This is an optimization exercise on Yosys and OpenROAD, whose aim is small area and a short achievable clock period, not a production implementation. Function was checked by simulation only, so behaviour that the tests miss may differ from the original. Power is estimated from default activity; no workload was simulated.

`flow/config.mk`:
```
export PLATFORM = sky130hd
export DESIGN_NAME = configurable_cache
export DESIGN_NICKNAME = configurable_cache
export VERILOG_FILES = /design/flow/design.v
export SDC_FILE = /design/flow/constraint.sdc
export NUM_CORES = 8
export LEC_CHECK = 0
export CAP_MARGIN = 20
export CORE_MARGIN = 2
export CORE_UTILIZATION = 40
export SLEW_MARGIN = 20
```
`flow/constraint.sdc`:
```
create_clock -name core_clock -period 12.0 [get_ports {clk}]
set_input_delay 2.4000 -clock core_clock [delete_from_list [all_inputs] [get_ports {clk}]]
set_output_delay 2.4000 -clock core_clock [all_outputs]
set_load 0.01 [all_outputs]
```
`flow/design.v`:
```
module configurable_cache #(
    parameter CACHE_SIZE = 8192,     
    parameter LINE_SIZE = 32,        
    parameter ASSOCIATIVITY = 4,     
    parameter NUM_LINES = CACHE_SIZE/LINE_SIZE,
    parameter NUM_SETS = NUM_LINES/ASSOCIATIVITY,
    parameter OFFSET_BITS = $clog2(LINE_SIZE),
    parameter SET_BITS = $clog2(NUM_SETS),
    parameter TAG_BITS = 32 - SET_BITS - OFFSET_BITS
)(
    input wire clk,
    input wire rst,
    input wire [32-1:0] addr,
    output reg hit,
    output reg miss,
    output reg [31:0] total_hits,
    output reg [31:0] total_misses,
    output wire [31:0] num_sets,
    output wire [31:0] tag_bits
);
    reg [TAG_BITS-1:0] tag_array [0:NUM_LINES-1];
    reg valid_array [0:NUM_LINES-1];
    reg [$clog2(ASSOCIATIVITY)-1:0] lru_counter [0:NUM_LINES-1];
    wire [TAG_BITS-1:0] addr_tag;
    wire [SET_BITS-1:0] set_index;
    wire [OFFSET_BITS-1:0] offset;
    assign num_sets = NUM_SETS;
    assign tag_bits = TAG_BITS;
    assign addr_tag = addr[32-1:32-TAG_BITS];
    assign set_index = addr[32-TAG_BITS-1:32-TAG_BITS-SET_BITS];
    assign offset = addr[OFFSET_BITS-1:0];
    reg [31:0] current_set_base;
    reg found_hit;
    reg [31:0] hit_way;
    reg [31:0] lru_way;
    reg [$clog2(ASSOCIATIVITY)-1:0] min_counter;
    integer i;
    always @(posedge clk or posedge rst) begin
        if (rst) begin
            for (i = 0; i < NUM_LINES; i = i + 1) begin
                valid_array[i] <= 0;
                tag_array[i] <= 0;
                lru_counter[i] <= i % ASSOCIATIVITY;
            end
            total_hits <= 0;
            total_misses <= 0;
            hit <= 0;
            miss <= 0;
        end else begin
            current_set_base = set_index * ASSOCIATIVITY;
            found_hit = 0;
            hit_way = 0;
            hit <= 0;
            miss <= 0;
            for (i = 0; i < ASSOCIATIVITY; i = i + 1) begin
                if (valid_array[current_set_base + i] && 
                    tag_array[current_set_base + i] == addr_tag) begin
                    found_hit = 1;
                    hit_way = i;
                end
            end
            if (found_hit) begin
                hit <= 1;
                total_hits <= total_hits + 1;
                for (i = 0; i < ASSOCIATIVITY; i = i + 1) begin
                    if (lru_counter[current_set_base + i] > 
                        lru_counter[current_set_base + hit_way]) begin
                        lru_counter[current_set_base + i] <= 
                            lru_counter[current_set_base + i] - 1;
                    end
                end
                lru_counter[current_set_base + hit_way] <= ASSOCIATIVITY - 1;
            end else begin
                miss <= 1;
                total_misses <= total_misses + 1;
                min_counter = ASSOCIATIVITY - 1;
                lru_way = 0;
                for (i = 0; i < ASSOCIATIVITY; i = i + 1) begin
                    if (lru_counter[current_set_base + i] < min_counter) begin
                        min_counter = lru_counter[current_set_base + i];
                        lru_way = i;
                    end
                end
                valid_array[current_set_base + lru_way] <= 1;
                tag_array[current_set_base + lru_way] <= addr_tag;
                for (i = 0; i < ASSOCIATIVITY; i = i + 1) begin
                    if (lru_counter[current_set_base + i] > 
                        lru_counter[current_set_base + lru_way]) begin
                        lru_counter[current_set_base + i] <= 
                            lru_counter[current_set_base + i] - 1;
                    end
                end
                lru_counter[current_set_base + lru_way] <= ASSOCIATIVITY - 1;
            end
        end
    end
endmodule
```
`flow/run.sh`:
```
#!/bin/bash
# synth_recipe.tcl (not shown) runs the flow's synth.tcl, then flattens the netlist and writes it again
# the make line also repeats each setting of config.mk as NAME=value (left out here)
make -C /OpenROAD-flow-scripts/flow DESIGN_CONFIG=/design/flow/config.mk WORK_HOME=/design/flow/orfs CLKGATE_MAP_FILE= SYNTH_SCRIPT=/design/flow/synth_recipe.tcl finish
```
==> results of run 1 <==
power by group through the flow:
stage               registers (uW)  clock network [uW]  logic (uW)
global route                 32300               21800       17100
finish                       31700               21000       16400
detailed placement           31700                   0       15900
global placement             31400                   0       15600
floorplan                    32300                   0       11200
CTS                          31400               21000       16000
worst paths after layout:
kind | startpoint | to | cells after the start | slack, ps
hold / removal | total_misses[31] | total_misses[31] | 1 | 460
max in group asynchronous | rst | tag_array[74][16] | 5 | 7320
min in group asynchronous | rst | tag_array[150][12] | 3 | 2250
setup / recovery | addr[8] | lru_counter[244][0] | 31 | 1550
hold reg to reg | total_misses[31] | total_misses[31] | 1 | 460
setup reg to reg | lru_counter[216][1] | lru_counter[244][0] | 27 | 3910
synth_stat cells, types with 154 or more instances:
| cell type | number |
|---|---|
| a2111oi_0 | 620 |
| a221oi_1 | 271 |
| a22oi_1 | 755 |
| a32o_1 | 181 |
| and3_1 | 2005 |
| buf_2 | 727 |
| clkbuf_1 | 1475 |
| dfrtp_1 | 5954 |
| dfstp_2 | 256 |
| mux2_1 | 1678 |
| mux2_2 | 4015 |
| nand2_1 | 363 |
| nand3_1 | 1028 |
| nand4_1 | 617 |
| nor2_1 | 364 |
| nor3_1 | 154 |
| nor4_1 | 167 |
| or2_2 | 186 |
flip-flops by register name, summed over array words and instances, names as in the netlist:
| signal | count |
|---|---|
| miss | 1 |
| total_misses | 32 |
| hit | 1 |
| tag_array | 5376 |
| total_hits | 32 |
| lru_counter | 512 |
| valid_array | 256 |
stage by stage:
stage               worst slack (ps)  power [uW]  utilization  cell area (sq um)  cells
floorplan                     -76840       43500            -             285000  22615
global placement                 826       47000        0.420             299000  30687
detailed placement               766       47700        0.421             299000  30699
CTS                             1980       68300        0.451             321000  31897
global route                    1250       71300        0.452             321000  31936
finish                          1550       69100        0.452             322000  32153
metal layers:
metal  up-vias  GRT usage  part of all wire
met3      5106      0.121              0.14
met1    118603      0.473              0.37
met2     20569      0.509              0.42
li1      82706          -                 -
met4        26      0.228             0.072
met5         -    0.00159           0.00019
area by class of cell:
| type | instances | share of cell area |
|---|---|---|
| flip-flops and latches | 6210 | 0.484 |
| multi-input cells | 13878 | 0.376 |
| clock buffers | 1036 | 0.0620 |
| well taps | 9516 | 0.0370 |
| repair buffers | 1060 | 0.0333 |
| clock inverters | 162 | 0.00573 |
| diodes | 249 | 0.00194 |
| inverters | 42 | 0.000502 |
cell families (layout without fill, tap and decap cells):
family,count (synthesis),count (layout),synth area share
fa+ha+maj,23,23,0.000983
buf+inv,2527,2300,0.0395
flops,6210,6210,0.546
simple gates,5305,5305,0.107
xor+xnor,142,142,0.00436
compound gates,2620,2620,0.0758
other cells,2,313,0.0000263
mux,5724,5724,0.226
==> metrics.md, run 1 <==
| Metric | Value |
|---|---|
| Setup Buffers After CTS | 0 |
| Area of the multi-input gates | 121000 sq um |
| Clock Skew | 70.6 ps |
| P&R area growth vs syn | 12.9% |
| Most frequent cells in the layout | 5954 x dfrtp_1, 4015 x mux2_2, 2003 x and3_1 |
| Cts hold-fix bufs | 0 |
| CP max-delay cell | or4b_1 |
| Routed via count | roughly 230k |
| Num CTS Buffers | 668 |
| Drt pass-1 iters | 6 |
| Cell taking the most area after synthesis | dfrtp_1 |
| Mapped Area | approximately 290000 sq um |
| Num ports | 164 |
| Htree depth | 6 |
| Worst path required time | between 10000 and 15000 ps |
| Nets | approximately 22000 |
| Synth Warn # | 4 |
| PortBufs | 94 |
| Clock Sink Count | about 6200 |
| Tcrit/Tclk final | 0.871 |
| CP bufs+invs | 6 |
| Final Max Slew Viols | 0 |
| Worst-path clk slew | 60 ps |
| Die Span X | 848 um |
| Worst VDD drop | approximately 0.00058 V |
| Total gr overflow | 0 |
| Max FO, Critical Path | 48 |
| Residual DRC | 0 |
| Max incr delay on CP | 750 ps |
| Die Y | 848 um |
| Post-Syn Instances | 22553 |
| Crit path time final | 10450 ps |
| Post-synth EDFFs | 0 |
| Commonest non-fill, non-tap cell in the layout | dfrtp_1 |
| DRT iter0 DRCs | roughly 40000 |
| DR WL/cell | approximately 42 um |
| CP dominant cell by count | ha_1 |
| Endpoint class of the critical path | register |
| Outcome | finished clean |
| Logic pwr share | 0.238 |
| Final Hold Viols | 0 |
| Final setup fails | 0 |
| Fin Hold WS | 459 ps |
| Row cnt | 310 |
| Switching share of power | 0.322 |
| Sequential power share | 0.458 |
| Fmax | ~0.096 GHz |
| RSZ-0062 raised after global routing | false |
| Int Pwr | 46900 uW |
| PostCTS Resize Cnt | 0 |
| Initial antenna violation count | 184 |
| CP top delay family | simple AND/OR/NAND/NOR gates |
| WP data arrival | ~11000 ps |
| First-pass GRT wire length | 1810000 um |
| Yosys top cell area share | 0.523 |
| Root Buffer | clkbuf_16 |
| Synth unique cells | 101 |
| Largest net degree at the start of global routing | 182 |
| # fillers | 64310 |
| Synthesis-stage register bit count | 6210 |
| Die Area | just over 700000 sq um |
| Max-Cap Viols | 0 |
| Final wirelength | 1340000 um |
| Ys async rst share | 1.00 |
| Sw power | 22200 uW |
| Initial Utilization | 0.401 |
| Seq/Total Area, Yosys | 0.546 |
| Kind of critical path | in2reg |
| Vias/cell | 7.06 |
| Leakage | 0.156 uW |
| CORE AREA | approximately 710000 sq um |
| Main synth FF type | dfrtp_1 |
| Slew headroom | 0.105 |
| CTS Buffer Depth | 4 |
| TritonCTS clock tree | done |
| Synthesized area per cell | roughly 13 sq um |
| Slew @ Worst Pin | 1330 ps |
| HP Class | reg2reg |
| Setup tns final | 0 ps |
| Crit start category | primary input |
| All-Layer GR Usage | 0.360 |
| Fraction of layout cells with a size suffix above 1 | 0.311 |
| Clock power share | 0.304 |
| PwrDens | 215 nW/um^2 |
| GPL Wtd Cong | between 0.9 and 1 |
| Vias in the first global route | 209507 |
| Clock Latency Late Sink | ~1200 ps |
| DP Wirelength | 717000 um |
| Post-route ant nets | 0 |
| Register Area | between 150000 and 200000 sq um |
| Top post-synthesis cells by area | dfrtp_1 52%, mux2_2 16%, mux2_1 6.6%, and3_1 4.4%, dfstp_2 2.4% |
==> run 2: changes to the inputs <==
==> flow/design.v (replaced) <==
module configurable_cache #(
    parameter CACHE_SIZE = 8192,     
    parameter LINE_SIZE = 32,        
    parameter ASSOCIATIVITY = 4,     
    parameter NUM_LINES = CACHE_SIZE/LINE_SIZE,
    parameter NUM_SETS = NUM_LINES/ASSOCIATIVITY,
    parameter OFFSET_BITS = $clog2(LINE_SIZE),
    parameter SET_BITS = $clog2(NUM_SETS),
    parameter TAG_BITS = 32 - SET_BITS - OFFSET_BITS
)(
    input wire clk,
    input wire rst,
    input wire [31:0] addr,
    output reg hit,
    output reg miss,
    output reg [31:0] total_hits,
    output reg [31:0] total_misses,
    output wire [31:0] num_sets,
    output wire [31:0] tag_bits
);
    localparam TB = TAG_BITS;
    assign num_sets = NUM_SETS;
    assign tag_bits = TAG_BITS;
    wire [TB-1:0]       a_tag = addr[31:32-TB];
    wire [SET_BITS-1:0] a_set = addr[32-TB-1:OFFSET_BITS];
    reg                p_v;      
    reg [SET_BITS-1:0] p_set;
    reg [TB-1:0]       p_tag;
    reg [3:1]          p_sh;     
    wire [3:0] rows [0:NUM_SETS-1];
    wire [NUM_SETS-1:0] anys;    
    wire [NUM_SETS-1:0] sel = {{(NUM_SETS-1){1'b0}}, 1'b1} << a_set;
    reg  [3:0] raw;
    integer k;
    always @* begin
        raw = 4'b0;
        for (k = 0; k < NUM_SETS; k = k + 1)
            raw = raw | ({4{sel[k]}} & rows[k]);
    end
    genvar s;
    generate
        for (s = 0; s < NUM_SETS; s = s + 1) begin : S
            reg [TB-1:0] t0, t1, t2, t3;
            reg [3:0]    v;
            wire we = p_v && (p_set == s);
            always @(posedge clk) begin
                if (we) begin
                    t0 <= p_tag;
                    if (p_sh[1]) t1 <= t0;
                    if (p_sh[2]) t2 <= t1;
                    if (p_sh[3]) t3 <= t2;
                end
            end
            always @(posedge clk or posedge rst) begin
                if (rst)
                    v <= 4'b0;
                else if (we) begin
                    v[0] <= 1'b1;
                    if (p_sh[1]) v[1] <= v[0];
                    if (p_sh[2]) v[2] <= v[1];
                    if (p_sh[3]) v[3] <= v[2];
                end
            end
            assign rows[s] = {v[3] && (t3 == a_tag), v[2] && (t2 == a_tag),
                              v[1] && (t1 == a_tag), v[0] && (t0 == a_tag)};
            wire evict3 = we && p_sh[3];
            assign anys[s] = rows[s][0] || rows[s][1] || rows[s][2] ||
                             (rows[s][3] && !evict3);
        end
    endgenerate
    wire same = p_v && (p_set == a_set);
    wire [3:0] em;
    assign em[0] = same ? (p_tag == a_tag) : raw[0];
    assign em[1] = (same && p_sh[1]) ? raw[0] : raw[1];
    assign em[2] = (same && p_sh[2]) ? raw[1] : raw[2];
    assign em[3] = (same && p_sh[3]) ? raw[2] : raw[3];
    wire found = (same && (p_tag == a_tag)) || |(sel & anys);
    always @(posedge clk) begin
        p_set <= a_set;
        p_tag <= a_tag;
        p_sh[1] <= !em[0];
        p_sh[2] <= !(em[0] || em[1]);
        p_sh[3] <= !(em[0] || em[1] || em[2]);
    end
    always @(posedge clk or posedge rst) begin
        if (rst) begin
            p_v <= 1'b0;
            hit <= 1'b0;
            miss <= 1'b0;
            total_hits <= 32'd0;
            total_misses <= 32'd0;
        end else begin
            p_v <= 1'b1;
            hit <= found;
            miss <= !found;
            if (found)
                total_hits <= total_hits + 32'd1;
            else
                total_misses <= total_misses + 32'd1;
        end
    end
endmodule
--- a/flow/config.mk
+++ b/flow/config.mk
@@ -7,5 +7,7 @@
 export LEC_CHECK = 0
 export CAP_MARGIN = 20
 export CORE_MARGIN = 2
-export CORE_UTILIZATION = 40
+export CORE_UTILIZATION = 65
+export PLACE_DENSITY = 0.75
+export SETUP_SLACK_MARGIN = 5
 export SLEW_MARGIN = 20
==> run 2 against run 1 <==
  * Still clean on timing, DRC and antenna
  * Total power down 39%
  * Sequential share of layout area increased by 15 points
  * Non-clock buffer count down 640
  * Clock skew fell by 16 ps
  * Die area decreased by 48%
  * Worst hold slack lost 24 ps
  * Routed wire length fell by 50%
  * Clock power is 15% lower
  * Clock-buffer cell count fell by 241
  * Flip-flop and latch count is 481 lower
  * Synthesized cell count decreased by 34%
==> metrics.md, run 2 <==
| Metric | Value |
|---|---|
| Synthesized area per cell | 16.2 sq um (+28%) |
| CTS Buffer Depth | 4 (unchanged) |
| CP cell instances | dlygate4sd2_1, nor4bb_2, nand2_1, nor4_1, a22oi_1, nand4_1, nor4_2, nand4_1, nor4_4, buf_6, nand4_1, xnor2_1 |
| Kind of critical path | in2reg |
| Vias/cell | 6.45 (-8.6%) |
| Ys async rst share | 0.0564 (-0.944) |
| Endpoint class of the critical path | register |
| Synth unique cells | 62 (-39%) |
| Die Y | 613 um (-28%) |
| Worst path required time | 12940 ps (-110 ps) |
| Max FO, Critical Path | 66 (+38%) |
| Register Area | 170000 sq um (+9.3%) |
| CP top delay family | simple AND/OR/NAND/NOR gates |
| Main synth FF type | edfxtp_1 |
| Die Area | 375000 sq um (-48%) |
| Root Buffer | clkbuf_16 |
| Nets | 15259 (-30%) |
| Num CTS Buffers | 576 (-14%) |
| Final wirelength | 668000 um (-50%) |
| Outcome | finished clean |
| CP max-delay cell | dlygate4sd2_1 |
| Leakage | 0.0820 uW (-47%) |
| Top Layer Used | met5 |
| CORE AREA | 369000 sq um (-48%) |
| RSZ-0062 raised after global routing | false |
| DR WL/cell | 32.2 um (-23%) |
| Vias in the first global route | 130746 (-38%) |
| Dpl cell area | 248000 sq um (-17%) |
| Clock Skew | 54.3 ps (-16.2 ps) |
| Total power draw | 41900 uW (-39%) |
| Max incr delay on CP | 930 ps (+180 ps) |
| Crit start category | primary input |
| DRT iter0 DRCs | 20965 (-48%) |
| CP bufs+invs | 2 (-4) |
| WL met1 | 247000 um (-50%) |
| Clock Sink Count | 5729 (-7.7%) |
| Cell taking the most area after synthesis | edfxtp_1 |
| Fraction of layout cells with a size suffix above 1 | 0.101 (-0.210) |
| Crit path time final | 7190 ps (-3260 ps) |
| Register-to-register setup slack | 5130 ps (+1220 ps) |
| Post-Syn Instances | 14905 (-34%) |
| Routed via count | 133756 (-41%) |
| CP dominant cell by count | nand4_1 |
| Met3 wire len | 86900 um (-54%) |
| Synth Warn # | 1 (-3) |
| GPL Wtd Cong | 0.968 (+0.62%) |
| # fillers | 22349 (-65%) |
| Residual DRC | 0 (unchanged) |
| Commonest non-fill, non-tap cell in the layout | edfxtp_1 |
| Seq/Total Area, Yosys | 0.706 (+0.160) |
| Largest net degree at the start of global routing | 87 (-52%) |
| Post-route ant nets | 0 (unchanged) |
| Cts hold-fix bufs | 0 (unchanged) |
| Htree depth | 6 (unchanged) |
| Most frequent cells in the layout | 5376 x edfxtp_1, 4367 x xnor2_1, 1233 x nand4_1 |
| Clock Latency Late Sink | 1080 ps (-130 ps) |
| DP Wirelength | 407000 um (-43%) |
| Most frequent cell after synthesis | edfxtp_1 |
| WP data arrival | 8130 ps (-3360 ps) |
| PwrDens | 157 nW/um^2 (-27%) |
| Slew @ Worst Pin | 1260 ps (-69.5 ps) |
| Die Span X | 613 um (-28%) |
| HP Class | reg2reg |
| TritonCTS clock tree | done |
| Final instance area | 267000 sq um (-17%) |
| Final Core Density | 0.723 (+0.271) |
| DR WL met2 | 297000 um (-47%) |
| Tcrit/Tclk final | 0.599 (-0.271) |
| Area of the multi-input gates | 67500 sq um (-44%) |
| Final Max Slew Viols | 0 (unchanged) |
| Setup tns final | 0 ps (unchanged) |
| PortBufs | 94 (unchanged) |
| Worst-path clk slew | 60 ps (about the same) |
| Final Hold Viols | 0 (unchanged) |
| Total gr overflow | 0 (unchanged) |
| Initial Utilization | 0.653 (+0.252) |
| Row cnt | 223 (-28%) |
| Max-Cap Viols | 0 (unchanged) |
| Final setup fails | 0 (unchanged) |
| Initial antenna violation count | 59 (-68%) |
| Post-synth EDFFs | 5376 (+5376) |
| Num ports | 164 (unchanged) |
| Synthesis-stage register bit count | 5729 (-7.7%) |
| Yosys top cell area share | 0.670 (+0.148) |
| All-Layer GR Usage | 0.356 (-0.00419) |
| Slew headroom | 0.160 (+0.0545) |
| Fmax | 0.139 GHz (+45%) |
| P&R area growth vs syn | 10.8% |
| Worst VDD drop | 0.000166 V (-71%) |
| Drt pass-1 iters | 7 (+1) |
| Mapped Area | 241000 sq um (-16%) |
| Commonest cells in the netlist | 5376 x edfxtp_1, 4367 x xnor2_1, 1233 x nand4_1, 1097 x xor2_1, 537 x buf_2 |
| First-pass GRT wire length | 942000 um (-48%) |
| Top post-synthesis cells by area | edfxtp_1 67%, xnor2_1 16%, xor2_1 4.0%, dfrtp_1 3.4%, nand4_1 3.2% |
## run 2: layout make-up
| class | count | share of cell area |
|---|---|---|
| antenna | 71 | 0.000666 |
| clock inverter | 262 | 0.00966 |
| timing repair buffer | 420 | 0.0155 |
| clock buffer | 795 | 0.0602 |
| multi-input combinational | 8482 | 0.253 |
| inverter | 14 | 0.000211 |
| sequential | 5729 | 0.638 |
| tap | 4950 | 0.0232 |
## run 2: cells by family after synthesis
logic type,synth area share
flops,0.706
xor+xnor,0.199
simple gates,0.0637
buf+inv,0.0170
mux,0.00920
compound gates,0.00499
fa+ha+maj,0.000104
other cells,0.0000312
## run 2: metrics by stage
stage | hold WS, ps | setup slack, ps | instances
floorplan | 426 | 5290 | 14968
global placement | 451 | 3390 | 19582
detailed placement | 454 | 3190 | 19585
CTS | 436 | 5060 | 20642
global route | 456 | 5020 | 20657
finish | 435 | 4810 | 20723
## run 2: repair_timing
action	in CTS	in global routing
endpoints found under the hold margin	0	0
setup endpoints to repair	66	48
pin swaps	0	3
setup buffers	0	4
gates resized for setup	8	6
## run 2: final timing paths
check	from	endpoint	cells after the start
max	addr[9]	total_misses[7]	12
min	S[52].t0[20]	S[52].t1[20]	0
max in group asynchronous	rst	S[44].v[1]	4
max reg2reg	p_set[1]	total_misses[7]	13
min in group asynchronous	rst	S[23].v[1]	2
min reg2reg	S[52].t0[20]	S[52].t1[20]	0
## run 2: layer usage
| layer | vias to the layer above | global-route usage |
|---|---|---|
| met1 | 67286 | 0.501 |
| met3 | 1749 | 0.0831 |
| li1 | 55343 | - |
| met2 | 9368 | 0.529 |
| met4 | 10 | 0.170 |
| met5 | - | 0 |
## run 2: power breakdown
group,internal [uW],switching [uW],total (uW)
registers,21700,143,21900
logic,728,1470,2200
clock network,10300,7540,17800
total,32700,9160,41900
==> run 3: changes to the inputs <==
--- a/flow/design.v
+++ b/flow/design.v
@@ -29,14 +29,7 @@
     reg [3:1]          p_sh;     
     wire [3:0] rows [0:NUM_SETS-1];
     wire [NUM_SETS-1:0] anys;    
-    wire [NUM_SETS-1:0] sel = {{(NUM_SETS-1){1'b0}}, 1'b1} << a_set;
-    reg  [3:0] raw;
-    integer k;
-    always @* begin
-        raw = 4'b0;
-        for (k = 0; k < NUM_SETS; k = k + 1)
-            raw = raw | ({4{sel[k]}} & rows[k]);
-    end
+    wire [3:0] raw = rows[a_set];
     genvar s;
     generate
         for (s = 0; s < NUM_SETS; s = s + 1) begin : S
@@ -69,12 +62,11 @@
         end
     endgenerate
     wire same = p_v && (p_set == a_set);
-    wire [3:0] em;
+    wire [2:0] em;
     assign em[0] = same ? (p_tag == a_tag) : raw[0];
     assign em[1] = (same && p_sh[1]) ? raw[0] : raw[1];
     assign em[2] = (same && p_sh[2]) ? raw[1] : raw[2];
-    assign em[3] = (same && p_sh[3]) ? raw[2] : raw[3];
-    wire found = (same && (p_tag == a_tag)) || |(sel & anys);
+    wire found = (same && (p_tag == a_tag)) || anys[a_set];
     always @(posedge clk) begin
         p_set <= a_set;
         p_tag <= a_tag;
@@ -82,6 +74,8 @@
         p_sh[2] <= !(em[0] || em[1]);
         p_sh[3] <= !(em[0] || em[1] || em[2]);
     end
+    wire [31:0] hits_inc = total_hits + 32'd1;
+    wire [31:0] misses_inc = total_misses + 32'd1;
     always @(posedge clk or posedge rst) begin
         if (rst) begin
             p_v <= 1'b0;
@@ -93,10 +87,8 @@
             p_v <= 1'b1;
             hit <= found;
             miss <= !found;
-            if (found)
-                total_hits <= total_hits + 32'd1;
-            else
-                total_misses <= total_misses + 32'd1;
+            total_hits <= found ? hits_inc : total_hits;
+            total_misses <= found ? total_misses : misses_inc;
         end
     end
 endmodule
==> flow/flow/run.sh (new file) <==
#!/bin/bash
# Layout flow: the standard ORFS flow (standard.sh, with config.mk's settings), except
# that repair_timing aims for 9 ns of setup slack rather than config.mk's 5 ns, repairs only
# the worst path each time, and may resize across cell footprints, so that the clock period
# the layout achieves keeps shrinking past the 7 ns point. The constraints
# (constraint.sdc) are the standard flow's, unchanged. Each ORFS step writes its full log under
# orfs/logs/; make's own output goes to standard_flow.log here.
set -euo pipefail
cd "$(dirname "$0")/.."
bash standard.sh SETUP_SLACK_MARGIN=9 TNS_END_PERCENT=0 MATCH_CELL_FOOTPRINT=0 finish > standard_flow.log 2>&1
==> flow/standard.sh (new file) <==
#!/bin/bash
# synth_recipe.tcl (not shown) runs the flow's synth.tcl, then flattens the netlist and writes it again
# the make line also repeats each setting of config.mk as NAME=value (left out here)
make -C /OpenROAD-flow-scripts/flow DESIGN_CONFIG=/design/flow/config.mk WORK_HOME=/design/flow/orfs CLKGATE_MAP_FILE= SYNTH_SCRIPT=/design/flow/synth_recipe.tcl "${@:-finish}"
--- a/flow/config.mk
+++ b/flow/config.mk
@@ -7,7 +7,9 @@
 export LEC_CHECK = 0
 export CAP_MARGIN = 20
 export CORE_MARGIN = 2
-export CORE_UTILIZATION = 65
-export PLACE_DENSITY = 0.75
+export CORE_UTILIZATION = 70
+export CTS_CLUSTER_DIAMETER = 60
+export CTS_CLUSTER_SIZE = 25
+export PLACE_DENSITY = 0.8
 export SETUP_SLACK_MARGIN = 5
 export SLEW_MARGIN = 20
removed: flow/run.sh
==> run 3 against run 2 <==
  * Sequential power is essentially flat
  * Cell count increased by 1.4%
  * Final area rose by 2.7%
  * Critical path depth is 1 higher
  * Worst setup slack better by 1500 ps
  * Die area decreased by 5.7%
  * Now fails the layout checks on antenna violations
  * Non-clock buffer count rose by 607
  * Area after synthesis is 1.5% higher
  * Flip-flop and latch count unchanged
  * Largest cell class unchanged
==> metrics.md, run 3 <==
| Metric | Value |
|---|---|
| Slew @ Worst Pin | 1360 ps (+97.5 ps) |
| Die Area | 354000 sq um (-5.7%) |
| PortBufs | 94 (unchanged) |
| WP data arrival | 6560 ps (-1570 ps) |
| Max-Cap Viols | 0 (unchanged) |
| RR Startpoint | p_set[3] |
| CTS Buffer Depth | 4 (unchanged) |
| Cell taking the most area after synthesis | edfxtp_1 |
| Synth Warn # | 1 (unchanged) |
| Final Hold Viols | 0 (unchanged) |
| Fmax | 0.175 GHz (+26%) |
| Synth unique cells | 85 (+37%) |
| Initial Utilization | 0.701 (+0.0484) |
| Largest net degree at the start of global routing | 96 (+10%) |
| Mapped Area | 244000 sq um (+1.5%) |
| Worst path required time | 12860 ps (-80 ps) |
| Fin Hold WS | 436 ps (+0.688 ps) |
| Commonest cells in the netlist | 5376 x edfxtp_1, 3941 x xnor2_1, 1522 x xor2_1, 1167 x nand4_1, 587 x nor4_1 |
| Nets | 16009 (+4.9%) |
| Tcrit/Tclk final | 0.475 (-0.124) |
| GPL Wtd Cong | 0.997 (+3.0%) |
| Pre-CTS WS | 3740 ps (+555 ps) |
| Worst-path clk slew | 90 ps (+30 ps) |
| Endpoint class of the critical path | register |
| Synthesized area per cell | 16.0 sq um (-0.96%) |
| Kind of critical path | in2reg |
| Post-route ant nets | 2 (+2) |
| Slew headroom | 0.0947 (-0.0650) |
| Num ports | 164 (unchanged) |
| Initial antenna violation count | 76 (+29%) |
| Total gr overflow | 0 (unchanged) |
| Crit start category | primary input |
| Hold Startpoint | S[5].t2[0] |
| Residual DRC | 0 (unchanged) |
| RSZ-0062 raised after global routing | true |
| Setup tns final | 0 ps (unchanged) |
| Vias in the first global route | 140226 (+7.3%) |
| HP Class | reg2reg |
| Post-Syn Instances | 15277 (+2.5%) |
| Fraction of layout cells with a size suffix above 1 | 0.139 (+0.0385) |
| Final Max Slew Viols | 0 (unchanged) |
| Clock Latency Late Sink | 1050 ps (-30 ps) |
| Most frequent cells in the layout | 5376 x edfxtp_1, 3935 x xnor2_1, 1520 x xor2_1 |
| First-pass GRT wire length | 1100000 um (+16%) |
| PnR worst setup slack | 6300 ps (+1490 ps) |
| Num CTS Buffers | 368 (-36%) |
| Main synth FF type | edfxtp_1 |
| Commonest non-fill, non-tap cell in the layout | edfxtp_1 |
| Die Span X | 595 um (-2.9%) |
| TritonCTS clock tree | done |
| Seq/Total Area, Yosys | 0.696 (-0.0105) |
| All-Layer GR Usage | 0.452 (+0.0966) |
| Ys async rst share | 0.0564 (unchanged) |
| Synthesis-stage register bit count | 5729 (unchanged) |
| Worst VDD drop | 0.000213 V (+29%) |
| Outcome | failed layout checks |
| DR WL/cell | 38.2 um (+18%) |
| Routed via count | 146888 (+9.8%) |
| DRT iter0 DRCs | 30770 (+47%) |
| Yosys top cell area share | 0.660 (-0.0100) |
| Layout check failures | antenna violations |
| Final setup fails | 0 (unchanged) |
| DP Wirelength | 443000 um (+8.8%) |
| P&R area growth vs syn | 12.1% |
| Most frequent cell after synthesis | edfxtp_1 |
| Clock Skew | 83.8 ps (+29.4 ps) |
| Top post-synthesis cells by area | edfxtp_1 66%, xnor2_1 14%, xor2_1 5.5%, dfrtp_1 3.3%, nand4_1 3.0% |
| Total power draw | 39300 uW (-6.2%) |
| Max FO, Critical Path | 18 (-73%) |
| Htree depth | 5 (-1) |
| Leakage | 0.0858 uW (+4.7%) |
| Die Y | 595 um (-2.9%) |
| Final wirelength | 802000 um (+20%) |
| Vias/cell | 6.99 (+8.3%) |
| PwrDens | 143 nW/um^2 (-8.7%) |
| Drt pass-1 iters | 17 (+10) |
| Critical path startpoint | addr[7] |
| CORE AREA | 349000 sq um (-5.5%) |
| Row cnt | 217 (-2.7%) |
| Clock Sink Count | 5729 (unchanged) |
| Crit path time final | 5700 ps (-1490 ps) |
| Post-synth EDFFs | 5376 (unchanged) |
| Root Buffer | clkbuf_16 |
| Cts hold-fix bufs | 0 (unchanged) |
## run 3: cell types whose count changed in the layout (fill, tap and decap cells not counted), moves of 79 or more
cell and delta:
buf_16 +95, clkbuf_16 -103, xnor2_1 -432, xor2_1 +423
nor2_1 +99, clkbuf_1 -129, clkinv_2 -79, nand3_1 +79
buf_4 +266
## run 3: logic make-up after synthesis
kind of cell / after synthesis / synth area share
flops: 5729 / 0.696
other cells: 2 / 0.0000307
xor+xnor: 5463 / 0.196
buf+inv: 795 / 0.0248
fa+ha+maj: 2 / 0.000102
simple gates: 2862 / 0.0679
mux: 187 / 0.00883
compound gates: 237 / 0.00687
## run 3: worst paths after layout
| check | endpoint | slack, ps | cells past startpoint |
|---|---|---|---|
| setup reg to reg | hit | 6400 | 11 |
| min in group asynchronous | S[54].v[3] | 1910 | 2 |
| setup / recovery | p_sh[3] | 6300 | 13 |
| max in group asynchronous | S[31].v[2] | 7990 | 4 |
| hold reg to reg | S[5].t3[0] | 440 | 0 |
| hold / removal | S[5].t3[0] | 440 | 0 |
## run 3: worst max-delay path: stages
cell	delay (ps)
buf_2	90
clkbuf_8	310
clkinvlp_4	410
buf_4	320
nor2_2	250
nand2_2	290
buf_4	350
o21ai_0	730
nor2_1	260
o21ai_2	530
o21ai_0	160
a222oi_1	300
nor4_1	90
## run 3: per-layer routing
| layer | vias to the layer above | part of all wire | GRT usage |
|---|---|---|---|
| met2 | 14072 | 0.42 | 0.632 |
| li1 | 57514 | - | - |
| met4 | 36 | 0.084 | 0.304 |
| met5 | - | 0.00039 | 0 |
| met1 | 72408 | 0.32 | 0.591 |
| met3 | 2858 | 0.18 | 0.174 |
## run 3: layout make-up
| class | count | area (sq um) |
|---|---|---|
| Sequential cell | 5729 | 170000 |
| Fill cell | 18403 | 74700 |
| Multi-Input combinational cell | 8816 | 70600 |
| Timing Repair Buffer | 1027 | 13800 |
| Clock buffer | 415 | 9630 |
| Tap cell | 4599 | 5750 |
| Clock inverter | 271 | 3550 |
| Antenna cell | 133 | 333 |
| Inverter | 31 | 136 |
## run 3: metrics by stage
stage | util | cell area, sq um | cells
after floorplan | - | 245000 | 15340
after global placement | 0.718 | 250000 | 19703
after detailed placement | 0.718 | 250000 | 19703
after CTS | 0.783 | 273000 | 20849
after global routing | 0.785 | 274000 | 20894
final | 0.786 | 274000 | 21021
## run 3: what timing repair did
action,4_1_cts,5_1_grt
pin swaps,145,16
gates resized for setup,668,20
cloned,127,1
setup buffers,333,33
setup endpoints to repair,2370,2196
## run 3: power breakdown
part	total [uW]	internal, uW	switching, uW
Clock	14100	6510	7630
Combinational	3190	1120	2070
Sequential	21900	21700	211
==> run 4: changes to the inputs <==
--- a/flow/design.v
+++ b/flow/design.v
@@ -28,8 +28,7 @@
     reg [TB-1:0]       p_tag;
     reg [3:1]          p_sh;     
     wire [3:0] rows [0:NUM_SETS-1];
-    wire [NUM_SETS-1:0] anys;    
-    wire [3:0] raw = rows[a_set];
+    wire [NUM_SETS-1:0] c1, c2, c3, c4;
     genvar s;
     generate
         for (s = 0; s < NUM_SETS; s = s + 1) begin : S
@@ -56,23 +55,22 @@
             end
             assign rows[s] = {v[3] && (t3 == a_tag), v[2] && (t2 == a_tag),
                               v[1] && (t1 == a_tag), v[0] && (t0 == a_tag)};
-            wire evict3 = we && p_sh[3];
-            assign anys[s] = rows[s][0] || rows[s][1] || rows[s][2] ||
-                             (rows[s][3] && !evict3);
+            wire [3:0] m = rows[s];
+            assign c1[s] = m[0] && !we;
+            assign c2[s] = m[0] || (m[1] && !(we && p_sh[2]));
+            assign c3[s] = m[0] || m[1] || (m[2] && !(we && p_sh[3]));
+            assign c4[s] = m[0] || m[1] || m[2] || (m[3] && !(we && p_sh[3]));
         end
     endgenerate
     wire same = p_v && (p_set == a_set);
-    wire [2:0] em;
-    assign em[0] = same ? (p_tag == a_tag) : raw[0];
-    assign em[1] = (same && p_sh[1]) ? raw[0] : raw[1];
-    assign em[2] = (same && p_sh[2]) ? raw[1] : raw[2];
-    wire found = (same && (p_tag == a_tag)) || anys[a_set];
+    wire pend_hit = same && (p_tag == a_tag);
+    wire found = pend_hit || c4[a_set];
     always @(posedge clk) begin
         p_set <= a_set;
         p_tag <= a_tag;
-        p_sh[1] <= !em[0];
-        p_sh[2] <= !(em[0] || em[1]);
-        p_sh[3] <= !(em[0] || em[1] || em[2]);
+        p_sh[1] <= !(pend_hit || c1[a_set]);
+        p_sh[2] <= !(pend_hit || c2[a_set]);
+        p_sh[3] <= !(pend_hit || c3[a_set]);
     end
     wire [31:0] hits_inc = total_hits + 32'd1;
     wire [31:0] misses_inc = total_misses + 32'd1;
==> flow/flow/run.sh (replaced) <==
#!/bin/bash
# Layout flow: the standard ORFS flow (standard.sh, with config.mk's settings), except
# that repair_timing aims for 9 ns of setup slack rather than config.mk's 5 ns, repairs only
# the worst path each time and may resize across cell footprints, so that the clock period
# the layout achieves keeps shrinking past the 7 ns point; and antennas left after detailed
# routing get up to 20 rounds of repair instead of 5. The constraints
# (constraint.sdc) are the standard flow's, unchanged. Each ORFS step writes its full log under
# orfs/logs/; make's own output goes to standard_flow.log here.
set -euo pipefail
cd "$(dirname "$0")/.."
bash standard.sh SETUP_SLACK_MARGIN=9 TNS_END_PERCENT=0 MATCH_CELL_FOOTPRINT=0 MAX_REPAIR_ANTENNAS_ITER_DRT=20 finish > standard_flow.log 2>&1
==> run 4 against run 3 <==
  * Largest power group unchanged
  * Synthesized cell count up 0.11%
  * Final area down 0.59%
  * Total power down 0.34%
  * Worst setup slack better by 150 ps
  * The run now finishes clean
==> metrics.md, run 4 <==
| Metric | Value |
|---|---|
| Dpl cell area | 249000 sq um (-0.46%) |
| PortBufs | 94 (unchanged) |
| Post-route ant nets | 0 (-2) |
| Max FO, Critical Path | 16 (-2) |
| Pre-CTS WS | 3900 ps (+154 ps) |
| Clock Sink Count | 5729 (unchanged) |
| DR WL met2 | 335000 um (+0.38%) |
| P&R area growth vs syn | 12.2% |
| Top Layer Used | met5 |
| CTS Buffer Depth | 4 (unchanged) |
| Fraction of layout cells with a size suffix above 1 | 0.121 (-0.0187) |
| CP max-delay cell | mux4_2 |
| Num ports | 164 (unchanged) |
| Synthesized area per cell | 15.9 sq um (-0.83%) |
| Met3 wire len | 142000 um (-3.7%) |
| Htree depth | 5 (unchanged) |
| Max-Cap Viols | 0 (unchanged) |
| Worst-path clk slew | 90 ps (about the same) |
| Most frequent cells in the layout | 5376 x edfxtp_1, 3783 x xnor2_1, 1673 x xor2_1 |
| Synthesis-stage register bit count | 5729 (unchanged) |
| GPL Wtd Cong | 0.955 (-4.3%) |
| Sw power | 9810 uW (-1.0%) |
| Cell taking the most area after synthesis | edfxtp_1 |
| Crit path time final | 5560 ps (-145 ps) |
| Routed via count | 146217 (-0.46%) |
| First-pass GRT wire length | 1080000 um (-1.3%) |
| Vias/cell | 7.02 (+0.48%) |
| Post-Syn Instances | 15294 (+0.11%) |
| RSZ-0062 raised after global routing | true |
| TritonCTS clock tree | done |
| Max incr delay on CP | 660 ps (-70 ps) |
| Die Y | 593 um (-0.36%) |
| Commonest cells in the netlist | 5376 x edfxtp_1, 3786 x xnor2_1, 1673 x xor2_1, 1080 x nand4_1, 583 x nor4_1 |
| CORE AREA | 346000 sq um (-0.85%) |
| Commonest non-fill, non-tap cell in the layout | edfxtp_1 |
| Initial antenna violation count | 51 (-33%) |
| HP Class | reg2reg |
| Largest net degree at the start of global routing | 105 (+9.4%) |
| Initial Utilization | 0.702 (+0.000930) |
| Switching share of power | 0.251 (-0.00180) |
| Yosys top cell area share | 0.665 (+0.00477) |
| Row cnt | 216 (-0.46%) |
| Clock Latency Late Sink | 1050 ps (about the same) |
| Fin Hold WS | 441 ps (+5.80 ps) |
| Cts hold-fix bufs | 0 (unchanged) |
| Leakage | 0.0863 uW (+0.54%) |
| Clock Skew | 85.5 ps (+1.71 ps) |
| Worst path required time | 12890 ps (+30 ps) |
| Residual DRC | 0 (unchanged) |
| All-Layer GR Usage | 0.451 (-0.00133) |
| Int Pwr | 29300 uW (about the same) |
| Slew headroom | 0.0842 (-0.0106) |
| Clock power share | 0.354 (-0.006) |
| Final Hold Viols | 0 (unchanged) |
| Die Span X | 593 um (-0.36%) |
| Endpoint class of the critical path | register |
| Tcrit/Tclk final | 0.463 (-0.0121) |
| Main synth FF type | edfxtp_1 |
| Total gr overflow | 0 (unchanged) |
| CP dominant cell by count | nand4_1 |
| Post-synth EDFFs | 5376 (unchanged) |
| WP data arrival | 6450 ps (-110 ps) |
| WL met1 | 250000 um (-1.6%) |
| Fmax | 0.180 GHz (+2.6%) |
| Synth Area in XOR/XNOR | 0.197 (+0.00127) |
| Drt pass-1 iters | 8 (-9) |
| Top post-synthesis cells by area | edfxtp_1 67%, xnor2_1 14%, xor2_1 6.0%, dfrtp_1 3.3%, nand4_1 2.8% |
| Seq/Total Area, Yosys | 0.701 (+0.00502) |
| Logic pwr share | 0.085 (+0.004) |
| Vias in the first global route | 140212 (-0.010%) |
| Synth Area in Simple Gates | 0.0650 (-0.00285) |
| Synth Warn # | 1 (unchanged) |
| Synth Area in Compound Gates | 0.0101 (+0.00326) |
| Die Area | 352000 sq um (-0.71%) |
| DP Wirelength | 391000 um (-12%) |
| Final setup fails | 0 (unchanged) |
| PnR worst setup slack | 6440 ps (+145 ps) |
| CP cell instances | buf_16, buf_4, clkbuf_16, buf_12, xnor2_1, nand4_1, nor4_1, nand4_1, o211ai_1, o21ai_1, mux4_2, nor2_4, a31oi_1, mux2_2, o211a_1 |
| Total power draw | 39100 uW (-0.34%) |
| Ys async rst share | 0.0564 (unchanged) |
| DR WL/cell | 37.9 um (-0.59%) |
| Synth unique cells | 76 (-11%) |
| Outcome | finished clean |
| Main combinational cell family by area after synthesis | XOR/XNOR gates |
| Worst VDD drop | 0.000178 V (-17%) |
| Final wirelength | 790000 um (-1.5%) |
| DRT iter0 DRCs | 28770 (-6.5%) |
| Synth Area in Adders | 0.000103 (+0.000000739) |
| Mux cell area share after synthesis | 0.00848 (-0.000343) |
| Final Max Slew Viols | 0 (unchanged) |
| Final instance area | 272000 sq um (-0.59%) |
| PwrDens | 144 nW/um^2 (+0.25%) |
| Root Buffer | clkbuf_16 |
| Kind of critical path | in2reg |
| Most frequent cell after synthesis | edfxtp_1 |
| Num CTS Buffers | 350 (-4.9%) |
| Crit start category | primary input |
| Slew @ Worst Pin | 1370 ps (+15.9 ps) |
| Setup tns final | 0 ps (unchanged) |
| Sequential power share | 0.561 (+0.002) |
| Mapped Area | 243000 sq um (-0.72%) |
| Nets | 15848 (-1.0%) |
run 4: changes by cell type after synthesis, moves of 22 or more:
| cell | change |
|---|---|
| xor2_1 | +151 |
| buf_6 | -170 |
| xnor2_1 | -155 |
| o21ai_0 | +37 |
| mux2_2 | -23 |
| and2_1 | +36 |
| inv_1 | +26 |
| a21oi_1 | +22 |
| o211ai_1 | +42 |
| buf_4 | -255 |
| nand4_1 | -87 |
| buf_2 | +430 |
run 4: area by class of cell:
cell class	instances	area (sq um)
Multi-Input combinational cell	8800	69800
Antenna cell	134	335
Sequential cell	5729	170000
Clock buffer	400	9120
Inverter	56	235
Tap cell	4578	5730
Clock inverter	254	3510
Timing Repair Buffer	875	13400
Fill cell	17823	73300
run 4: path summary, 6_finish.rpt:
kind                             startpoint           to  slack [ps]  cells after the start
worst max-delay path               addr[17]      p_sh[2]        6440                     15
worst min-delay path            S[55].t2[9]  S[55].t3[9]         440                      0
worst max register to register     p_set[3]      p_sh[2]        6550                     12
worst min register to register  S[55].t2[9]  S[55].t3[9]         440                      0
max in group asynchronous               rst   S[13].v[0]        7750                      4
min in group asynchronous               rst   S[21].v[2]        1890                      2
run 4: repair_timing:
| item | 4_1_cts | 5_1_grt |
|---|---|---|
| setup endpoints to repair | 3104 | 3272 |
| pin swaps | 73 | 11 |
| resized for setup | 556 | 9 |
| endpoints found under the hold margin | 0 | 0 |
| cloned | 188 | 0 |
| buffers inserted | 250 | 16 |
run 4: worst max-delay path: cells and delay by family:
family                    cells  cell delay [ps]
muxes                         2             1070
and+or+nand+nor               4              960
buffers and inverters         4              950
AOI/OAI and AO/OA             4              850
xor gates and xnor gates      1              110
run 4: cell families after synthesis:
group / Yosys count
DFF: 5729
xor gates and xnor gates: 5459
and+or+nand+nor: 2744
buffers and inverters: 828
AOI/OAI and AO/OA: 361
muxes: 169
adders and majority gates: 2
other: 2
run 4: metrics by stage:
stage | std cells | utilization
finish | 20826 | 0.788
global route | 20696 | 0.787
CTS | 20673 | 0.786
detailed placement | 19581 | 0.721
global placement | 19580 | 0.721
floorplan | 15357 | -
run 4: layer usage:
layer,vias to the layer above,GRT usage
met1,71974,0.597
met4,16,0.296
met2,14241,0.642
met3,2943,0.154
met5,-,0.000541
li1,57043,-
run 4: power groups by stage:
| stage | clock [uW] | combinational [uW] | sequential (uW) |
|---|---|---|---|
| 2_1_floorplan | 0 | 1510 | 22300 |
| 3_3_place_gp | 0 | 2440 | 22400 |
| 3_5_place_dp | 0 | 2490 | 22400 |
| 4_1_cts | 13700 | 3150 | 21900 |
| 5_1_grt | 14400 | 3310 | 22000 |
| 6_report | 13800 | 3330 | 22000 |
==> run 5: changes to the inputs <==
--- a/flow/config.mk
+++ b/flow/config.mk
@@ -5,6 +5,7 @@
 export SDC_FILE = /design/flow/constraint.sdc
 export NUM_CORES = 8
 export LEC_CHECK = 0
+export ABC_AREA = 1
 export CAP_MARGIN = 20
 export CORE_MARGIN = 2
 export CORE_UTILIZATION = 70
==> run 5 against run 4 <==
  * Still clean
  * Combinational power up about 20%
  * Critical path depth increased by 1
  * Global-route usage grew 9.9 points
  * Sequential share of layout area shrank 4.0 points
  * First-iteration DRC count up 80%
  * Sequential power is essentially flat
  * Cell count grew 50%
  * Core utilization rose by 0.21 points
  * Die area rose by 6.6%
  * Critical path type unchanged
==> metrics.md, run 5 <==
| Metric | Value |
|---|---|
| CTS Buffer Depth | 4 (unchanged) |
| Die Area | 375000 sq um (+6.6%) |
| DR WL/cell | 33.6 um (-11%) |
| Leakage | 0.109 uW (+26%) |
| Nets | 25506 (+61%) |
| PortBufs | 94 (unchanged) |
| Seq/Total Area, Yosys | 0.657 (-0.0434) |
| Final Core Density | 0.790 (+0.00213) |
| TritonCTS clock tree | done |
| Worst Hold Depth | 0 (unchanged) |
| Setup tns final | 0 ps (unchanged) |
| Crit start category | primary input |
| Ys async rst share | 0.0564 (unchanged) |
| Die Y | 612 um (+3.2%) |
| Outcome | finished clean |
| Post-synth EDFFs | 5376 (unchanged) |
| PnR worst setup slack | 6870 ps (+429 ps) |
| Total gr overflow | 0 (unchanged) |
| Die Span X | 612 um (+3.2%) |
| Htree depth | 5 (unchanged) |
| Total power draw | 41200 uW (+5.3%) |
| Main synth FF type | edfxtp_1 |
| Yosys top cell area share | 0.624 (-0.0412) |
| Clock Latency Late Sink | 1100 ps (+50 ps) |
| Final Max Slew Viols | 0 (unchanged) |
| Endpoint class of the critical path | register |
| Tcrit/Tclk final | 0.428 (-0.0357) |
| Reg2Reg Depth | 19 (+7) |
| Synth unique cells | 52 (-32%) |
| Fmax | 0.195 GHz (+8.4%) |
| Top post-synthesis cells by area | edfxtp_1 62%, nand2_1 11%, o21ai_0 5.4%, nor2_1 5.1%, dfrtp_1 3.1% |
| Vias in the first global route | 193210 (+38%) |
| Kind of critical path | in2reg |
| CORE AREA | 369000 sq um (+6.6%) |
| Root Buffer | clkbuf_16 |
| Synthesized area per cell | 10.2 sq um (-35%) |
| Num ports | 164 (unchanged) |
| First-pass GRT wire length | 1420000 um (+31%) |
| Max FO, Critical Path | 41 (+25) |
| RR Startpoint | p_set[0] |
| Mapped Area | 259000 sq um (+6.6%) |
| DRT iter0 DRCs | 51873 (+80%) |
| Commonest non-fill, non-tap cell in the layout | nand2_1 |
| Initial antenna violation count | 137 (+170%) |
| Drt pass-1 iters | 22 (+14) |
| Register-to-register setup slack | 7050 ps (+500 ps) |
| Synth Warn # | 1 (unchanged) |
| Clock Skew | 109 ps (+23.2 ps) |
| All-Layer GR Usage | 0.550 (+0.0986) |
| P&R area growth vs syn | 12.5% |
| Residual DRC | 0 (unchanged) |
| Final setup fails | 0 (unchanged) |
| Critical path startpoint | addr[26] |
| Vias/cell | 6.95 (-0.98%) |
| Dpl cell area | 265000 sq um (+6.2%) |
| WP data arrival | 6090 ps (-360 ps) |
| PwrDens | 142 nW/um^2 (-1.5%) |
| GPL Wtd Cong | 0.968 (+1.4%) |
| Slew headroom | 0.0991 (+0.0149) |
| Routed via count | 217243 (+49%) |
| Synthesis-stage register bit count | 5729 (unchanged) |
| Max-Cap Viols | 0 (unchanged) |
| Final instance area | 291000 sq um (+6.9%) |
| Post-Syn Instances | 25255 (+65%) |
| Worst VDD drop | 0.000156 V (-12%) |
| Hold Startpoint | S[2].t0[20] |
| Most frequent cell after synthesis | nand2_1 |
| Final wirelength | 1050000 um (+33%) |
| Crit path time final | 5130 ps (-429 ps) |
| Final Hold Viols | 0 (unchanged) |
| # fillers | 21441 (+20%) |
| Num CTS Buffers | 393 (+12%) |
| HP Class | reg2reg |
| Fraction of layout cells with a size suffix above 1 | 0.0793 (-0.0413) |
| Commonest cells in the netlist | 7251 x nand2_1, 5376 x edfxtp_1, 3524 x nor2_1, 2787 x o21ai_0, 1669 x inv_1 |
| Post-route ant nets | 0 (unchanged) |
| Clock Sink Count | 5729 (unchanged) |
| Worst path required time | 12960 ps (+70 ps) |
| Cts hold-fix bufs | 0 (unchanged) |
| Hold endpoint | S[2].t1[20] |
| Pre-CTS WS | 3830 ps (-67.4 ps) |
| RSZ-0062 raised after global routing | true |
| Register Area | 170000 sq um (about the same) |
| Slew @ Worst Pin | 1350 ps (-22.3 ps) |
| Area of the multi-input gates | 78000 sq um (+12%) |
| Largest net degree at the start of global routing | 104 (-0.95%) |
| Row cnt | 223 (+3.2%) |
| Cell taking the most area after synthesis | edfxtp_1 |
| Worst R2R End | p_sh[2] |
| Initial Utilization | 0.702 (about the same) |
| DP Wirelength | 499000 um (+28%) |
| Worst-path clk slew | 90 ps (about the same) |
| Most frequent cells in the layout | 7231 x nand2_1, 5376 x edfxtp_1, 3345 x nor2_1 |
-- run 5: cell types whose count changed after synthesis, sizes merged, moves of 337 or more --
cell   previous run  this run
nand2           225      7251
nor2            265      3524
nor4            583        15
nand3           142       626
nand4          1080       103
inv              56      1689
o21ai            91      2799
xor2           1673       776
o22ai            13       350
xnor2          3786       577
-- run 5: critical path: stages --
cell       delay [ps]
buf_16            170
clkinv_16          90
buf_4             150
buf_16            200
nand2_1           150
nand2_1            80
nor2_1            160
nand2_1           100
nor2_1            120
nand3_1           180
o221ai_1          520
nand3_1           570
nand3_1           330
nand3_1           420
nand3_1           200
a21boi_0          100
-- run 5: final cells by class --
class / instances / share of cell area
Sequential cell: 5729 / 0.584
Multi-Input combinational cell: 16706 / 0.268
Timing Repair Buffer: 893 / 0.0461
Clock buffer: 435 / 0.0358
Inverter: 1691 / 0.0238
Tap cell: 4950 / 0.0213
Clock inverter: 307 / 0.0140
Antenna cell: 482 / 0.00414
Timing Repair inverter: 56 / 0.00229
-- run 5: cells by family (layout without fill, tap and decap cells) --
| family | after synthesis | in the layout | synth area share |
|---|---|---|---|
| adders and majority gates | 2 | 2 | 0.0000967 |
| buffers and inverters | 2890 | 3382 | 0.0474 |
| DFF | 5729 | 5729 | 0.657 |
| and+or+nand+nor | 11733 | 11740 | 0.176 |
| xor gates and xnor gates | 1353 | 1353 | 0.0458 |
| AOI/OAI and AO/OA | 3546 | 3546 | 0.0731 |
| other | 2 | 547 | 0.0000290 |
-- run 5: worst max-delay path by stage --
| stage | end | cells after the start |
|---|---|---|
| 3_3_place_gp | total_hits[2] | 21 |
| 5_1_grt | total_misses[18] | 24 |
| 2_1_floorplan | S[0].v[0] | 1 |
| 3_5_place_dp | total_hits[17] | 19 |
| 4_1_cts | total_hits[2] | 22 |
| 6_report | p_sh[1] | 16 |
-- run 5: routing by layer --
layer | vias to the layer above | GRT usage | part of all wire | wire [um]
li1 | 85422 | - | - | -
met5 | - | 0.0174 | 0.0011 | 1170
met1 | 97786 | 0.656 | 0.28 | 295000
met4 | 49 | 0.495 | 0.12 | 123000
met3 | 7495 | 0.279 | 0.21 | 224000
met2 | 26491 | 0.721 | 0.39 | 408000
-- run 5: stage by stage --
stage	instances	hold slack [ps]
after floorplan	25318	426
after global placement	29548	430
after detailed placement	29549	432
after CTS	30729	434
after global routing	30825	446
final	31249	428
-- run 5: what timing repair did --
item / in CTS / in global routing
pin swaps: 17 / 11
resized for setup: 815 / 53
setup endpoints to repair: 2916 / 3318
buffers inserted: 209 / 22
gates cloned: 229 / 11
-- run 5: report_power, final --
| group | switching (uW) | leakage (uW) | internal (uW) |
|---|---|---|---|
| combinational | 2980 | 0.0488 | 1000 |
| sequential | 196 | 0.0529 | 21700 |
| clock | 8160 | 0.00698 | 7140 |
==> run 6: changes to the inputs <==
--- a/flow/config.mk
+++ b/flow/config.mk
@@ -5,12 +5,11 @@
 export SDC_FILE = /design/flow/constraint.sdc
 export NUM_CORES = 8
 export LEC_CHECK = 0
-export ABC_AREA = 1
 export CAP_MARGIN = 20
 export CORE_MARGIN = 2
-export CORE_UTILIZATION = 70
+export CORE_UTILIZATION = 65
 export CTS_CLUSTER_DIAMETER = 60
 export CTS_CLUSTER_SIZE = 25
-export PLACE_DENSITY = 0.8
+export PLACE_DENSITY = 0.75
 export SETUP_SLACK_MARGIN = 5
 export SLEW_MARGIN = 20
==> run 6 against run 5 <==
  * Critical endpoint is now total_misses[22]
  * Largest cell class unchanged
  * Total power down 3.9%
  * Area after synthesis shrank 6.2%
  * Critical path type unchanged
  * Combinational power decreased by 22%
  * Routed wire length shrank 29%
==> metrics.md, run 6 <==
| Metric | Value |
|---|---|
| Clock Sink Count | 5729 (unchanged) |
| Final setup fails | 0 (unchanged) |
| HP Class | reg2reg |
| Ys async rst share | 0.0564 (unchanged) |
| DR WL/cell | 35.5 um (+5.6%) |
| Max-Cap Viols | 0 (unchanged) |
| Outcome | finished clean |
| Cts hold-fix bufs | 0 (unchanged) |
| Final Hold Viols | 0 (unchanged) |
| Synth Area in Simple Gates | 0.0650 (-0.111) |
| Crit start category | primary input |
| Top Layer Used | met5 |
| Worst-path clk slew | 90 ps (about the same) |
| Synth Area in XOR/XNOR | 0.197 (+0.151) |
| Final Max Slew Viols | 0 (unchanged) |
| Kind of critical path | in2reg |
| TritonCTS clock tree | done |
| Tcrit/Tclk final | 0.470 (+0.0425) |
| Commonest non-fill, non-tap cell in the layout | edfxtp_1 |
| Initial Utilization | 0.653 (-0.0494) |
| P&R area growth vs syn | 11.8% |
| Vias/cell | 6.70 (-3.7%) |
| First-pass GRT wire length | 988000 um (-30%) |
| Fmax | 0.177 GHz (-9.0%) |
| Die Span X | 615 um (+0.50%) |
| CTS Buffer Depth | 4 (unchanged) |
| Synth Warn # | 1 (unchanged) |
| WP data arrival | 6530 ps (+440 ps) |
| Largest net degree at the start of global routing | 92 (-12%) |
| Post-synth EDFFs | 5376 (unchanged) |
| Register-to-register setup slack | 6460 ps (-590 ps) |
| Htree depth | 5 (unchanged) |
| WL met1 | 256000 um (-13%) |
| DRT iter0 DRCs | 27202 (-48%) |
| Synthesis-stage register bit count | 5729 (unchanged) |
| Fraction of layout cells with a size suffix above 1 | 0.117 (+0.0376) |
| Yosys top cell area share | 0.665 (+0.0412) |
| DP Wirelength | 406000 um (-19%) |
| Root Buffer | clkbuf_16 |
| Main synth FF type | edfxtp_1 |
| Setup tns final | 0 ps (unchanged) |
| Met3 wire len | 121000 um (-46%) |
| Die Area | 378000 sq um (+1.0%) |
| Most frequent cells in the layout | 5376 x edfxtp_1, 3786 x xnor2_1, 1672 x xor2_1 |
| All-Layer GR Usage | 0.371 (-0.179) |
| Leakage | 0.0857 uW (-21%) |
| Synth Area in Compound Gates | 0.0101 (-0.0630) |
| Initial antenna violation count | 66 (-52%) |
| Crit path time final | 5640 ps (+510 ps) |
| Die Y | 615 um (+0.50%) |
| Mapped Area | 243000 sq um (-6.2%) |
| Synth unique cells | 76 (+46%) |
| Synth Area in Adders | 0.000103 (+0.00000639) |
| Total gr overflow | 0 (unchanged) |
| Endpoint class of the critical path | register |
| Post-Syn Instances | 15294 (-39%) |
| Clock Skew | 68.9 ps (-39.8 ps) |
| Row cnt | 224 (+0.45%) |
| Max FO, Critical Path | 57 (+39%) |
| Vias in the first global route | 133913 (-31%) |
| Num CTS Buffers | 378 (-3.8%) |
| Slew headroom | 0.0970 (-0.00202) |
| Post-route ant nets | 0 (unchanged) |
| Synthesized area per cell | 15.9 sq um (+55%) |
| Most frequent cell after synthesis | edfxtp_1 |
| Drt pass-1 iters | 7 (-68%) |
| Seq/Total Area, Yosys | 0.701 (+0.0434) |
| Main combinational cell family by area after synthesis | XOR/XNOR gates |
| RSZ-0062 raised after global routing | true |
| Mux cell area share after synthesis | 0.00848 (+0.00848) |
| Routed via count | 141293 (-35%) |
| Clock Latency Late Sink | 1040 ps (-60 ps) |
| PnR worst setup slack | 6360 ps (-510 ps) |
| Commonest cells in the netlist | 5376 x edfxtp_1, 3786 x xnor2_1, 1673 x xor2_1, 1080 x nand4_1, 583 x nor4_1 |
| Worst VDD drop | 0.000172 V (+10%) |
| CORE AREA | 372000 sq um (+0.90%) |
| Cell taking the most area after synthesis | edfxtp_1 |
| Pre-CTS WS | 3930 ps (+97.7 ps) |
| PwrDens | 146 nW/um^2 (+3.2%) |
| PortBufs | 94 (unchanged) |
| Final wirelength | 749000 um (-29%) |
| Nets | 15747 (-38%) |
| GPL Wtd Cong | 0.931 (-3.9%) |
| # fillers | 22313 (+4.1%) |
| Residual DRC | 0 (unchanged) |
| Num ports | 164 (unchanged) |
| DR WL met2 | 327000 um (-20%) |
| Worst path required time | 12890 ps (-70 ps) |
| Slew @ Worst Pin | 1340 ps (-7.31 ps) |
| Top post-synthesis cells by area | edfxtp_1 67%, xnor2_1 14%, xor2_1 6.0%, dfrtp_1 3.3%, nand4_1 2.8% |
## run 6: worst paths after layout
path / start / end / cells after the start
setup / recovery: addr[12] / total_misses[22] / 15
hold / removal: S[23].t0[13] / S[23].t1[13] / 0
setup reg to reg: p_sh[3] / total_misses[25] / 15
hold reg to reg: S[23].t0[13] / S[23].t1[13] / 0
max in group asynchronous: rst / S[30].v[0] / 5
min in group asynchronous: rst / total_hits[9] / 3
## run 6: stage by stage
| step | instance area [sq um] | total power, uW | util | hold WS [ps] | std cells |
|---|---|---|---|---|---|
| 5_1_grt | 271000 | 40300 | 0.729 | 462 | 21014 |
| 6_report | 271000 | 39600 | 0.730 | 443 | 21095 |
| 2_1_floorplan | 243000 | 23800 | - | 426 | 15357 |
| 3_5_place_dp | 250000 | 24900 | 0.672 | 454 | 20011 |
| 3_3_place_gp | 250000 | 24900 | 0.672 | 447 | 20011 |
| 4_1_cts | 267000 | 39200 | 0.718 | 445 | 20836 |
## run 6: cell type report
| cell class | instances | area (sq um) | area share |
|---|---|---|---|
| clock inverters | 286 | 3830 | 0.0141 |
| diodes | 84 | 210 | 0.000775 |
| multi-input cells | 8800 | 69700 | 0.257 |
| flip-flops and latches | 5729 | 170000 | 0.627 |
| repair buffers | 746 | 11000 | 0.0404 |
| inverters | 56 | 228 | 0.000839 |
| clock buffers | 422 | 9980 | 0.0368 |
| well taps | 4972 | 6220 | 0.0229 |
## run 6: cells by family after synthesis
kind of cell	after synthesis
AOI/OAI and AO/OA	361
xor gates and xnor gates	5459
adders and majority gates	2
muxes	169
and+or+nand+nor	2744
DFF	5729
buffers and inverters	828
other	2
## run 6: timing repair
action / 4_1_cts / 5_1_grt
endpoints found under the hold margin: 0 / 0
buffers inserted: 58 / 106
pin swaps: 12 / 42
endpoints found under the setup margin: 3859 / 3999
cloned: 59 / 63
resized for setup: 257 / 281
## run 6: critical path: stages
cell and delay [ps]:
buf_16 160, buf_16 200, xor2_1 370, nor4_1 370, nand4_1 190, o22ai_2 280, nor3b_1 130, a311o_2 530
a22oi_2 250, a21oi_4 130, o41ai_4 370, buf_6 180, clkbuf_16 210, and4b_1 230, xor2_1 140
## run 6: metal layers
layer	global-route usage	up-vias
li1	-	56805
met1	0.519	70343
met2	0.555	12064
met3	0.0877	2059
met4	0.175	22
met5	0	-
## run 6: where the power goes
group / internal (uW) / leakage, uW / switching, uW
Clock: 6880 / 0.00667 / 7680
Sequential: 21700 / 0.0529 / 208
Combinational: 1080 / 0.0261 / 2030
==> run 7: changes to the inputs <==
--- a/flow/config.mk
+++ b/flow/config.mk
@@ -5,11 +5,12 @@
 export SDC_FILE = /design/flow/constraint.sdc
 export NUM_CORES = 8
 export LEC_CHECK = 0
+export ABC_AREA = 1
 export CAP_MARGIN = 20
 export CORE_MARGIN = 2
-export CORE_UTILIZATION = 65
+export CORE_UTILIZATION = 55
 export CTS_CLUSTER_DIAMETER = 60
 export CTS_CLUSTER_SIZE = 25
-export PLACE_DENSITY = 0.75
+export PLACE_DENSITY = 0.7
 export SETUP_SLACK_MARGIN = 5
 export SLEW_MARGIN = 20
==> run 7 against run 6 <==
  * Clock power up 9%
  * Fmax up 13%
  * Final area is 10% higher
  * Cell count is 55% higher
  * Core utilization is 9.1 points lower
==> metrics.md, run 7 <==
| Metric | Value |
|---|---|
| Outcome | finished clean |
| Cell taking the most area after synthesis | edfxtp_1 |
| Crit path time final | 4970 ps (-668 ps) |
| Worst-path clk slew | 90 ps (about the same) |
| Slew @ Worst Pin | 1390 ps (+42.0 ps) |
| Fraction of layout cells with a size suffix above 1 | 0.0990 (-0.0178) |
| Synthesized area per cell | 10.2 sq um (-35%) |
| Largest net degree at the start of global routing | 109 (+18%) |
| Commonest cells in the netlist | 7251 x nand2_1, 5376 x edfxtp_1, 3524 x nor2_1, 2787 x o21ai_0, 1669 x inv_1 |
| DR WL/cell | 34.0 um (-4.3%) |
| Crit start category | primary input |
| Register Area | 170000 sq um (about the same) |
| Fin Hold WS | 431 ps (-12.1 ps) |
| Seq/Total Area, Yosys | 0.657 (-0.0434) |
| Root Buffer | clkbuf_16 |
| Final Max Slew Viols | 0 (unchanged) |
| Die Span X | 690 um (+12%) |
| Residual DRC | 0 (unchanged) |
| PortBufs | 94 (unchanged) |
| P&R area growth vs syn | 15.4% |
| Setup tns final | 0 ps (unchanged) |
| Yosys top cell area share | 0.624 (-0.0412) |
| Post-Syn Instances | 25255 (+65%) |
| Max-Cap Viols | 0 (unchanged) |
| DRT iter0 DRCs | 52170 (+92%) |
| # fillers | 34891 (+56%) |
| Leakage | 0.111 uW (+30%) |
| Vias/cell | 6.58 (-1.8%) |
| CTS Buffer Depth | 4 (unchanged) |
| Final setup fails | 0 (unchanged) |
| PwrDens | 141 nW/um^2 (-3.4%) |
| Row cnt | 251 (+12%) |
| Post-synth EDFFs | 5376 (unchanged) |
| Commonest non-fill, non-tap cell in the layout | nand2_1 |
| Clock Skew | 68.7 ps (-0.204 ps) |
| Htree depth | 5 (unchanged) |
| Routed via count | 215121 (+52%) |
| Cts hold-fix bufs | 0 (unchanged) |
| Max FO, Critical Path | 8 (-86%) |
| Total gr overflow | 0 (unchanged) |
| Final Hold Viols | 0 (unchanged) |
| Synthesis-stage register bit count | 5729 (unchanged) |
| Clock Latency Late Sink | 1120 ps (+80 ps) |
| CP top delay family | simple AND/OR/NAND/NOR gates |
| Drt pass-1 iters | 17 (+10) |
| Endpoint class of the critical path | register |
| Clock Sink Count | 5729 (unchanged) |
| HP Class | reg2reg |
| Synth unique cells | 52 (-32%) |
[run 7: worst paths after layout]
path | endpoint | startpoint | cells after the start | slack [ps]
setup / recovery | p_sh[2] | addr[16] | 19 | 7030
hold / removal | S[40].t2[11] | S[40].t1[11] | 0 | 430
setup reg to reg | total_hits[20] | p_sh[3] | 21 | 7070
hold reg to reg | S[40].t2[11] | S[40].t1[11] | 0 | 430
max in group asynchronous | S[41].v[2] | rst | 6 | 7760
min in group asynchronous | S[3].v[1] | rst | 2 | 1700
[run 7: metal layers]
metal | share of wire | global-route usage | wire (um) | vias to the layer above
li1 | - | - | - | 85904
met1 | 0.30 | 0.514 | 335000 | 99408
met2 | 0.40 | 0.554 | 439000 | 23997
met3 | 0.21 | 0.101 | 229000 | 5742
met4 | 0.096 | 0.227 | 107000 | 70
met5 | 0.0013 | 0 | 1500 | -
[run 7: cell families after synthesis]
| kind of cell | count (synthesis) | share of synthesized area |
|---|---|---|
| other | 2 | 0.0000290 |
| buffers and inverters | 2890 | 0.0474 |
| xor gates and xnor gates | 1353 | 0.0458 |
| adders and majority gates | 2 | 0.0000967 |
| and+or+nand+nor | 11733 | 0.176 |
| DFF | 5729 | 0.657 |
| AOI/OAI and AO/OA | 3546 | 0.0731 |
[run 7: through the flow]
stage          cells  power [uW]   util
2_1_floorplan  25318       23900      -
3_3_place_gp   30786       25200  0.569
3_5_place_dp   30789       25200  0.569
4_1_cts        31643       40700  0.607
5_1_grt        32373       42500  0.636
6_report       32702       42100  0.638
[run 7: cell type report]
class                           count  area share
Clock buffer                      443      0.0359
Tap cell                         6198      0.0260
Multi-Input combinational cell  16726       0.265
Sequential cell                  5729       0.570
Timing Repair Buffer             1148      0.0580
Inverter                         1691      0.0234
Antenna cell                      363     0.00304
Clock inverter                    349      0.0159
Timing Repair inverter             55     0.00269
[run 7: what timing repair did]
action | CTS | global route
pin swaps | 5 | 173
setup endpoints to repair | 3532 | 3831
cloned | 52 | 261
resized for setup | 321 | 958
buffers inserted | 10 | 424
endpoints found under the hold margin | 0 | 0
[run 7: power breakdown]
group          switching (uW)  internal (uW)  total (uW)
Sequential                209          21700       21900
Combinational            3130           1130        4260
Clock                    8490           7420       15900
Total                   11800          30300       42100

-- port drivers added, routing unchanged --
In the flow no input, the clock included, has a driving cell. The finished layouts below were timed again as built, in two steps.
Step 1: set_driving_cell puts a clkbuf_16 on clk and a buf_2 on each other input, an assumption about the parent block.
Step 2, shift: input delay + t, output delay - t, t = (earliest + latest rising clock arrival at the registers) / 2. This alone moves slack from input paths to output paths.
Three values: ideal ports, drivers, drivers and shift; two values: the first two.
| run | t, ns | slack for setup (ns) |
|---|---|---|
| run 1 | 1.308 | 1.552 / 1.452 / 0.143 |
| run 2 | 1.157 | 4.809 / 4.815 / 3.658 |
| run 3 | 1.127 | 6.295 / 6.029 / 4.902 |
| run 4 | 1.137 | 6.441 / 6.049 / 4.912 |
| run 5 | 1.163 | 6.869 / 6.468 / 5.304 |
| run 6 | 1.119 | 6.360 / 6.021 / 4.902 |
| run 7 | 1.219 | 7.027 / 6.780 / 5.562 |
